This design comes from an exercise in tuning for small area, a short achievable clock period and few clock cycles on the open sky130 flow, not from production work. In this exercise RTL edits were held to simulation tests only and were not proved equivalent to the original. Power is estimated from default activity; no workload was simulated.

==> flow/design.v (excerpt) <==
module tpp_top (
    input         axi_aclk,
    input         axi_resetn,
    input  [63:0] tpp_reg0_in,
    input  [63:0] tpp_reg1_in,
    input  [63:0] tpp_reg2_in,
    output [63:0] tpp_reg0_out,
    output [63:0] tpp_reg1_out,
    output [63:0] tpp_reg2_out,
    output [63:0] tpp_reg3_out,
    output [63:0] tpp_reg4_out,
    output [63:0] tpp_reg5_out,
    output [63:0] tpp_reg6_out,
    output [63:0] tpp_reg7_out,
    output [255:0] m_axis_tdata,
    output [31:0]  m_axis_tstrb,
    output [127:0] m_axis_tuser,
    output         m_axis_tvalid,
    input          m_axis_tready,
    output         m_axis_tlast,
    input  [255:0] s_axis_tdata,
    input  [31:0]  s_axis_tstrb,
    input  [127:0] s_axis_tuser,
    input          s_axis_tvalid,
    output         s_axis_tready,
    input          s_axis_tlast
);
export LEC_CHECK = 0
export CAP_MARGIN = 5
export CORE_AREA = 4 4 536 536
export DIE_AREA = 0 0 540 540
export PLACE_DENSITY = 0.6
export SETUP_SLACK_MARGIN = 3.0
export SLEW_MARGIN = 5
export TNS_END_PERCENT = 5
create_clock -name core_clock -period 6.0 [get_ports {axi_aclk}]
standard.sh (not shown) runs the stock make flow with config.mk's settings and CLKGATE_MAP_FILE= SYNTH_SCRIPT=/design/flow/synth_recipe.tcl, a recipe that flattens the netlist after the stock synthesis.
==> flow/flow/run.sh <==
#!/bin/bash
# Layout flow: the standard ORFS flow (standard.sh, unchanged synthesis,
# floorplan, power grid, placement, CTS and routing) with these changes:
#  - pin placement constraints (flow/pins.tcl,
#    sourced just before ORFS places the pins): each pass-through input pin
#    sits next to the output pin it feeds, and each group of pins is kept on
#    one edge of the die;
#  - the port buffers that ORFS inserts are buf_1 cells.
# The make output goes to layout.log; ORFS keeps each step's log under orfs/logs.
set -euo pipefail
here=$(pwd)
export PRE_IO_PLACEMENT_TCL=$here/flow/pins.tcl
export BUFFER_PORTS_ARGS="-buffer_cell sky130_fd_sc_hd__buf_1"
bash standard.sh > "$here/layout.log" 2>&1
==> flow/flow/pins.tcl <==
# Pin placement constraints, sourced by ORFS just before it places the pins.
#  - each pass-through input pin sits next to the output pin it feeds;
#  - the stream data and control pins share the bottom edge, so that the
#    LOAD/STORE logic can sit close to all of them;
#  - tuser/tstrb (plain wires) go on the left edge, register mirrors 0-1 on
#    the right, mirror 2 and registers 3-7 on the top.
proc tpp_pair {edge a b} {
  set_io_pin_constraint -group -order -region $edge:* -pin_names [list $a $b]
}
for {set k 0} {$k < 256} {incr k} {
  tpp_pair bottom "s_axis_tdata\[$k\]" "m_axis_tdata\[$k\]"
}
tpp_pair bottom s_axis_tlast m_axis_tlast
tpp_pair bottom s_axis_tvalid m_axis_tvalid
tpp_pair bottom m_axis_tready s_axis_tready
set_io_pin_constraint -region bottom:* -pin_names {axi_resetn}
for {set k 0} {$k < 32} {incr k} {
  tpp_pair left "s_axis_tstrb\[$k\]" "m_axis_tstrb\[$k\]"
}
for {set k 0} {$k < 128} {incr k} {
  tpp_pair left "s_axis_tuser\[$k\]" "m_axis_tuser\[$k\]"
}
foreach r {0 1} {
  for {set k 0} {$k < 64} {incr k} {
    tpp_pair right "tpp_reg${r}_in\[$k\]" "tpp_reg${r}_out\[$k\]"
  }
}
for {set k 0} {$k < 64} {incr k} {
  tpp_pair top "tpp_reg2_in\[$k\]" "tpp_reg2_out\[$k\]"
}
set tpp_top_pins {}
foreach r {3 4 5 6 7} {
  for {set k 0} {$k < 64} {incr k} { lappend tpp_top_pins "tpp_reg${r}_out\[$k\]" }
}
set_io_pin_constraint -region top:* -pin_names $tpp_top_pins
Testbench counts at the start, summed over its fixed seeds: cycles 16,624.
Change:
--- a/flow/flow/run.sh
+++ b/flow/flow/run.sh
@@ -7 +7 @@
-#    one edge of the die;
+#    one part of the edge of the die;
==> flow/flow/pins.tcl (replaced) <==
# Pin placement constraints, sourced by ORFS just before it places the pins.
#  - each pass-through input pin sits next to the output pin it feeds;
#  - the stream data and control pins share the bottom edge (lane 0, which
#    LOADs replace, at its left end) and registers 3-7 the left edge, so that
#    the scratch memory, the registers and the LOAD/STORE logic can sit in
#    the bottom-left corner, close to all of them;
#  - tuser/tstrb (plain wires) and register mirror 2 go on the top edge,
#    register mirrors 0-1 on the right.
proc tpp_pair {edge a b} {
  set_io_pin_constraint -group -order -region $edge -pin_names [list $a $b]
}
for {set k 0} {$k < 64} {incr k} {
  tpp_pair bottom:0-200 "s_axis_tdata\[$k\]" "m_axis_tdata\[$k\]"
}
for {set k 64} {$k < 256} {incr k} {
  tpp_pair bottom:* "s_axis_tdata\[$k\]" "m_axis_tdata\[$k\]"
}
tpp_pair bottom:* s_axis_tlast m_axis_tlast
tpp_pair bottom:* s_axis_tvalid m_axis_tvalid
tpp_pair bottom:* m_axis_tready s_axis_tready
set_io_pin_constraint -region bottom:* -pin_names {axi_resetn}
set tpp_left_pins {}
foreach r {3 4 5 6 7} {
  for {set k 0} {$k < 64} {incr k} { lappend tpp_left_pins "tpp_reg${r}_out\[$k\]" }
}
set_io_pin_constraint -region left:* -pin_names $tpp_left_pins
for {set k 0} {$k < 32} {incr k} {
  tpp_pair top:* "s_axis_tstrb\[$k\]" "m_axis_tstrb\[$k\]"
}
for {set k 0} {$k < 128} {incr k} {
  tpp_pair top:* "s_axis_tuser\[$k\]" "m_axis_tuser\[$k\]"
}
for {set k 0} {$k < 64} {incr k} {
  tpp_pair top:* "tpp_reg2_in\[$k\]" "tpp_reg2_out\[$k\]"
}
foreach r {0 1} {
  for {set k 0} {$k < 64} {incr k} {
    tpp_pair right:* "tpp_reg${r}_in\[$k\]" "tpp_reg${r}_out\[$k\]"
  }
}
Settings changed: CAP_MARGIN 5 to 20, PLACE_DENSITY 0.6 to 0.75, SLEW_MARGIN 5 to 20.
- first-iteration DRC count increases by 63%
- hold slack gets worse by 0.037 ns
- setup slack gets worse by 0.19 ns
- routed wire length increases by 15%
- flip-flop and latch count does not change
- synthesized cell count is unchanged
- fmax decreases by 5.4%
- non-clock buffer count increases by 18
- area after synthesis stays the same
- cell area stays flat
Change:
--- a/flow/flow/run.sh
+++ b/flow/flow/run.sh
@@ -7 +7 @@
-#    one part of the edge of the die;
+#    one edge of the die;
==> flow/flow/pins.tcl (replaced) <==
# Pin placement constraints, sourced by ORFS just before it places the pins.
#  - each pass-through input pin sits next to the output pin it feeds;
#  - the stream data and control pins share the bottom edge, so that the
#    LOAD/STORE logic can sit close to all of them;
#  - tuser/tstrb (plain wires) go on the left edge, register mirrors 0-1 on
#    the right, mirror 2 and registers 3-7 on the top.
proc tpp_pair {edge a b} {
  set_io_pin_constraint -group -order -region $edge:* -pin_names [list $a $b]
}
for {set k 0} {$k < 256} {incr k} {
  tpp_pair bottom "s_axis_tdata\[$k\]" "m_axis_tdata\[$k\]"
}
tpp_pair bottom s_axis_tlast m_axis_tlast
tpp_pair bottom s_axis_tvalid m_axis_tvalid
tpp_pair bottom m_axis_tready s_axis_tready
set_io_pin_constraint -region bottom:* -pin_names {axi_resetn}
for {set k 0} {$k < 32} {incr k} {
  tpp_pair left "s_axis_tstrb\[$k\]" "m_axis_tstrb\[$k\]"
}
for {set k 0} {$k < 128} {incr k} {
  tpp_pair left "s_axis_tuser\[$k\]" "m_axis_tuser\[$k\]"
}
foreach r {0 1} {
  for {set k 0} {$k < 64} {incr k} {
    tpp_pair right "tpp_reg${r}_in\[$k\]" "tpp_reg${r}_out\[$k\]"
  }
}
for {set k 0} {$k < 64} {incr k} {
  tpp_pair top "tpp_reg2_in\[$k\]" "tpp_reg2_out\[$k\]"
}
set tpp_top_pins {}
foreach r {3 4 5 6 7} {
  for {set k 0} {$k < 64} {incr k} { lappend tpp_top_pins "tpp_reg${r}_out\[$k\]" }
}
set_io_pin_constraint -region top:* -pin_names $tpp_top_pins
Settings changed: CTS_CLUSTER_DIAMETER set to 80, CTS_CLUSTER_SIZE set to 26, PLACE_DENSITY 0.75 to 0.5.
Effect: Routed wire length is lower by roughly a tenth. Total power is lower by roughly a tenth. Cell count is lower slightly. Synthesized cell count is unchanged. Utilization is lower by 0.86 points.
Change:
Settings changed: CTS_CLUSTER_DIAMETER 80 to unset, CTS_CLUSTER_SIZE 26 to unset, PLACE_DENSITY 0.5 to 0.6, SETUP_SLACK_MARGIN 3.0 to 2.85, TNS_END_PERCENT 5 to 0.
Effect:
- setup slack loses 0.16 ns
- combinational power goes down by about 4%
- cell count goes up by 1.2%
- via count goes up by 0.46%
- total power goes up by 13%
Change:
Settings changed: CAP_MARGIN 20 to 5, CTS_CLUSTER_DIAMETER set to 80, CTS_CLUSTER_SIZE set to 26, SETUP_SLACK_MARGIN 2.85 to 3.0, SLEW_MARGIN 20 to 5, TNS_END_PERCENT 0 to 5.
=> Count of clock-buffer cells in the layout fell by 105; core utilization fell by 0.88 points; clock skew fell by 0.015 ns; register-to-register slack improved by 0.18 ns.
Change:
Settings changed: CAP_MARGIN 5 to 20, CTS_CLUSTER_DIAMETER 80 to unset, CTS_CLUSTER_SIZE 26 to unset, SLEW_MARGIN 5 to 20.
Result: The changed run passed the timing, DRC and antenna checks; total power is higher by 16%; first-iteration DRC count went up by 2.4%; die area stays the same; fmax went down by 0.64%; utilization increases by 1.1 points; cell area climbs by 3.8%.

port drivers added, routing unchanged:
The flow's constraints put no driver on any port. The routed layouts listed below were extracted and timed again, unchanged, in two steps.
Step 1 sets driving cells, clkbuf_16 on the clock port and buf_2 on the other inputs (assumed; they add their load-dependent delay and slew).
Step 2 also shifts input and output timing later by t, the mid clock arrival at the registers, as if the neighbouring blocks saw the same clock.
a / b / c = ideal ports / drivers / drivers and shift; a / b = the first two.
| run | t (ns) | slack for setup (ns) | worst register clock-pin slew, ns | worst data-port slew with drivers (ns) | pins driven straight from the clock port |
|---|---|---|---|---|---|
| the first run | 0.934 | 2.705 / 2.595 / 1.929 | 0.07 / 0.07 | 0.08 | 1 |
| the second run | 0.955 | 2.516 / 2.496 / 1.668 | 0.07 / 0.07 | 0.24 | 1 |
| the third run | 0.875 | 2.717 / 2.605 / 2.024 | 0.11 / 0.11 | 0.16 | 1 |
| the fourth run | 0.933 | 2.561 / 2.561 / 1.858 | 0.07 / 0.07 | 0.07 | 1 |
| the fifth run | 0.905 | 2.729 / 2.621 / 1.975 | 0.11 / 0.11 | 0.07 | 1 |
| the sixth run | 0.941 | 2.708 / 2.618 / 1.895 | 0.07 / 0.07 | 0.12 | 1 |
After both steps every run listed still meets setup and hold. For the second run, which loses most, drivers alone change the setup slack by -0.020 ns; drivers and shift together by -0.848 ns.
